From an optimization exercise on the open Yosys and OpenROAD flow, aimed at small area, a short achievable clock period and few clock cycles; shortcuts taken in it are not production practice. Only simulation tests tie the RTL to the original design; equivalence was not proved.

// M1
module M1 (
	input logic Clock,
	input logic resetn,
	input logic [15:0] SRAM_read_data,
	input logic start,
	output logic [17:0] SRAM_address,
	output logic done,
	output logic [15:0] SRAM_write_data,
	output logic SRAM_we_n
);
localparam logic [1:0] S_IDLE = 2'd0, S_RUN = 2'd1, S_LEAD = 2'd2, S_FIN = 2'd3;
logic [1:0]  state;
logic [4:0]  ph;         
logic [7:0]  m;          
logic [2:0]  lc;         
logic        first;      
logic [15:0] y_cnt;      
logic [14:0] uv_cnt;     
logic [17:0] rgb_cnt;    
wire run  = (state == S_RUN);
wire lead = (state == S_LEAD);
wire t0 = run && ph[0];
wire t1 = run && ph[1];
wire t2 = run && ph[2];
wire t3 = run && ph[3];
wire t4 = run && ph[4];
wire last_row = (uv_cnt == 15'd19200);            
wire wr_ok = (m != 8'd0) && !first;               
wire cr_u = (m[0] && m <= 8'd153) || (m == 8'd158 && !last_row);
wire cr_v = (!m[0] && m <= 8'd154 && !first) || (m == 8'd159 && !last_row);
logic [7:0]  win [0:11];
logic [15:0] uw, vw, ybuf;
logic [9:0]  uo;
logic        cr_u_d, cr_v_d;      
logic       ins, ins_u, ins_hi;
wire  [7:0] ins_data = ins_u ? (ins_hi ? uw[15:8] : uw[7:0]) : (ins_hi ? vw[15:8] : vw[7:0]);
wire  [2:0] lc1 = lc + 3'd1;
always_ff @(posedge Clock) begin
	ins <= 1'b0; ins_u <= 1'b0; ins_hi <= 1'b0;
	if (lead) begin
		ins <= 1'b1;
		if (lc == 3'd6) begin
			ins_u <= 1'b1; ins_hi <= 1'b0;                   
		end else begin
			ins_u <= lc1[0];                                 
			ins_hi <= !(lc1 == 3'd3 || lc1 == 3'd4);
		end
	end else if (run) begin
		if (ph[0]) begin
			ins <= 1'b1; ins_u <= 1'b0; ins_hi <= m[0] && m < 8'd157;                  
  ...
Size: roughly 1900 cells after synthesis, ~360 flip-flops, ~55 I/O pins, about 0.022 mm² of cells after synthesis.
clock: 14.0 ns
lec_check: 0
cap_margin: 20
core_margin: 2
core_utilization: 45
place_density: 0.6
slew_margin: 20
run.sh (not shown) runs the stock make flow with config.mk's settings and CLKGATE_MAP_FILE= SYNTH_SCRIPT=/design/flow/synth_recipe.tcl, a recipe that flattens the netlist after the stock synthesis.
The first run finished with timing, DRC and antenna clean.
Testbench counts at the start, summed over its fixed seeds: cycles 779,580.
Next try:
--- a/flow/design.v
+++ b/flow/design.v
@@ -9,35 +9,44 @@
 	output logic done,
 	output logic [15:0] SRAM_write_data,
 	output logic SRAM_we_n
 );
 localparam logic [1:0] S_IDLE = 2'd0, S_RUN = 2'd1, S_LEAD = 2'd2, S_FIN = 2'd3;
 logic [1:0]  state;
 logic [4:0]  ph;         
 logic [7:0]  m;          
 logic [2:0]  lc;         
 logic        first;      
 logic [15:0] y_cnt;      
-logic [14:0] uv_cnt;     
 logic [17:0] rgb_cnt;    
 wire run  = (state == S_RUN);
 wire lead = (state == S_LEAD);
 wire t0 = run && ph[0];
 wire t1 = run && ph[1];
 wire t2 = run && ph[2];
 wire t3 = run && ph[3];
 wire t4 = run && ph[4];
-wire last_row = (uv_cnt == 15'd19200);            
+wire last_row = (y_cnt == 16'd38399) || (y_cnt == 16'd38400);
 wire wr_ok = (m != 8'd0) && !first;               
 wire cr_u = (m[0] && m <= 8'd153) || (m == 8'd158 && !last_row);
 wire cr_v = (!m[0] && m <= 8'd154 && !first) || (m == 8'd159 && !last_row);
+logic [17:0] cr_base;
+logic        cr_cin;
+always_comb begin
+	cr_cin = 1'b0;
+	if (lead) cr_base = (lc == 3'd1) ? 18'd57601 : (lc == 3'd4) ? 18'd38402 : 18'd38401;
+	else if (m == 8'd158) begin cr_base = 18'd38400; cr_cin = y_cnt[0]; end
+	else if (m == 8'd159) cr_base = 18'd57600;
+	else cr_base = cr_u ? 18'd38402 : 18'd57602;
+end
+wire [17:0] cr_addr = cr_base + {3'd0, y_cnt[15:1]} + {17'd0, cr_cin};
 logic [7:0]  win [0:11];
 logic [15:0] uw, vw, ybuf;
 logic [9:0]  uo;
 logic        cr_u_d, cr_v_d;      
 logic       ins, ins_u, ins_hi;
 wire  [7:0] ins_data = ins_u ? (ins_hi ? uw[15:8] : uw[7:0]) : (ins_hi ? vw[15:8] : vw[7:0]);
 wire  [2:0] lc1 = lc + 3'd1;
 always_ff @(posedge Clock) begin
 	ins <= 1'b0; ins_u <= 1'b0; ins_hi <= 1'b0;
 	if (lead) begin
 		ins <= 1'b1;
@@ -666,53 +675,44 @@
 	selb_r <= run && (ph[0] || ph[2]);
 	if (t1) SRAM_write_data <= {rb8, g8};
 	if (t2) SRAM_write_data[15:8] <= rb8;
 	if (t3) SRAM_write_data[7:0] <= rb8;
 	if (t4) SRAM_write_data <= {g8, rb8};
 end
 always_ff @(posedge Clock) begin
 	if (state == S_IDLE) begin
 		m <= 8'd158;
 		first <= 1'b1;
 		y_cnt <= 16'd0;
-		uv_cnt <= 15'd0;
 		rgb_cnt <= 18'd146944;
 		lc <= 3'd0;
 	end else if (run) begin
 		if (ph[0] && m <= 8'd159 && !first) begin
 			SRAM_address <= {2'b00, y_cnt};
 			y_cnt <= y_cnt + 16'd1;
 		end
 		if ((ph[1] || ph[3] || ph[4]) && wr_ok) begin
 			SRAM_address <= rgb_cnt;
 			rgb_cnt <= rgb_cnt + 18'd1;
 		end
-		if (ph[2] && cr_u) SRAM_address <= 18'd38400 + {3'd0, uv_cnt};
-		if (ph[2] && cr_v) begin
-			SRAM_address <= 18'd57600 + {3'd0, uv_cnt};
-			uv_cnt <= uv_cnt + 15'd1;
-		end
+		if (ph[2] && (cr_u || cr_v)) SRAM_address <= cr_addr;
 		if (ph[4]) begin
 			if (m == 8'd160) begin
 				first <= 1'b0;
 				lc <= 3'd0;
 				m <= 8'd0;
 			end else m <= m + 8'd1;
 		end
 	end else if (lead) begin
 		lc <= lc + 3'd1;
-		if (lc == 3'd0 || lc == 3'd4) SRAM_address <= 18'd38400 + {3'd0, uv_cnt};
-		if (lc == 3'd1) begin
-			SRAM_address <= 18'd57600 + {3'd0, uv_cnt};
-			uv_cnt <= uv_cnt + 15'd1;
-		end
+		if (lc == 3'd0 || lc == 3'd1 || lc == 3'd4) SRAM_address <= cr_addr;
 	end
 end
 always_ff @(posedge Clock or negedge resetn) begin
 	if (!resetn) begin
 		state <= S_IDLE;
 		ph <= 5'b00001;
 		SRAM_we_n <= 1'b1;
 		done <= 1'b0;
 	end else begin
 		case (state)
 		S_IDLE: begin
After rerunning:
- The changed run went through all stages and came out clean
- global-route usage hardly moves
- cell area is lower slightly
- via count is lower by a few percent
- utilization is lower by 0.40 points
- flip-flop and latch count is lower by 15
- first-iteration DRC count is higher slightly
- synthesized area is lower slightly
- critical path depth is lower by 2
- count of clock-buffer cells in the layout is lower by 1
- worst hold slack stays flat
- wire length is lower by a few percent
Testbench counts after the change, summed over its fixed seeds: cycles 779,580.

## what the ideal ports hide
How much do the figures lean on ideal ports? The routed layouts below were timed once more, with nothing changed but the port constraints.
Step 1 assumes that a clkbuf_16 drives the clock port and a buf_2 every other input.
Step 2 adds t to the input delays and takes it off the output delays; t is the mean of the earliest and latest rising clock arrival at the registers after step 1. Input paths then give back, and output paths get back, about the clock's delay inside the block.
a / b / c = ideal ports / drivers / drivers and shift; a / b = the first two.
run | t, ns | setup slack, ns | hold WS [ns] | worst register clock-pin slew, ns
the first run | 0.599 | 9.275 / 9.275 / 9.275 | 0.413 / 0.413 / 0.413 | 0.06 / 0.06
the second run | 0.595 | 8.873 / 8.873 / 8.873 | 0.416 / 0.416 / 0.416 | 0.07 / 0.07
After both steps every run listed still meets setup and hold.
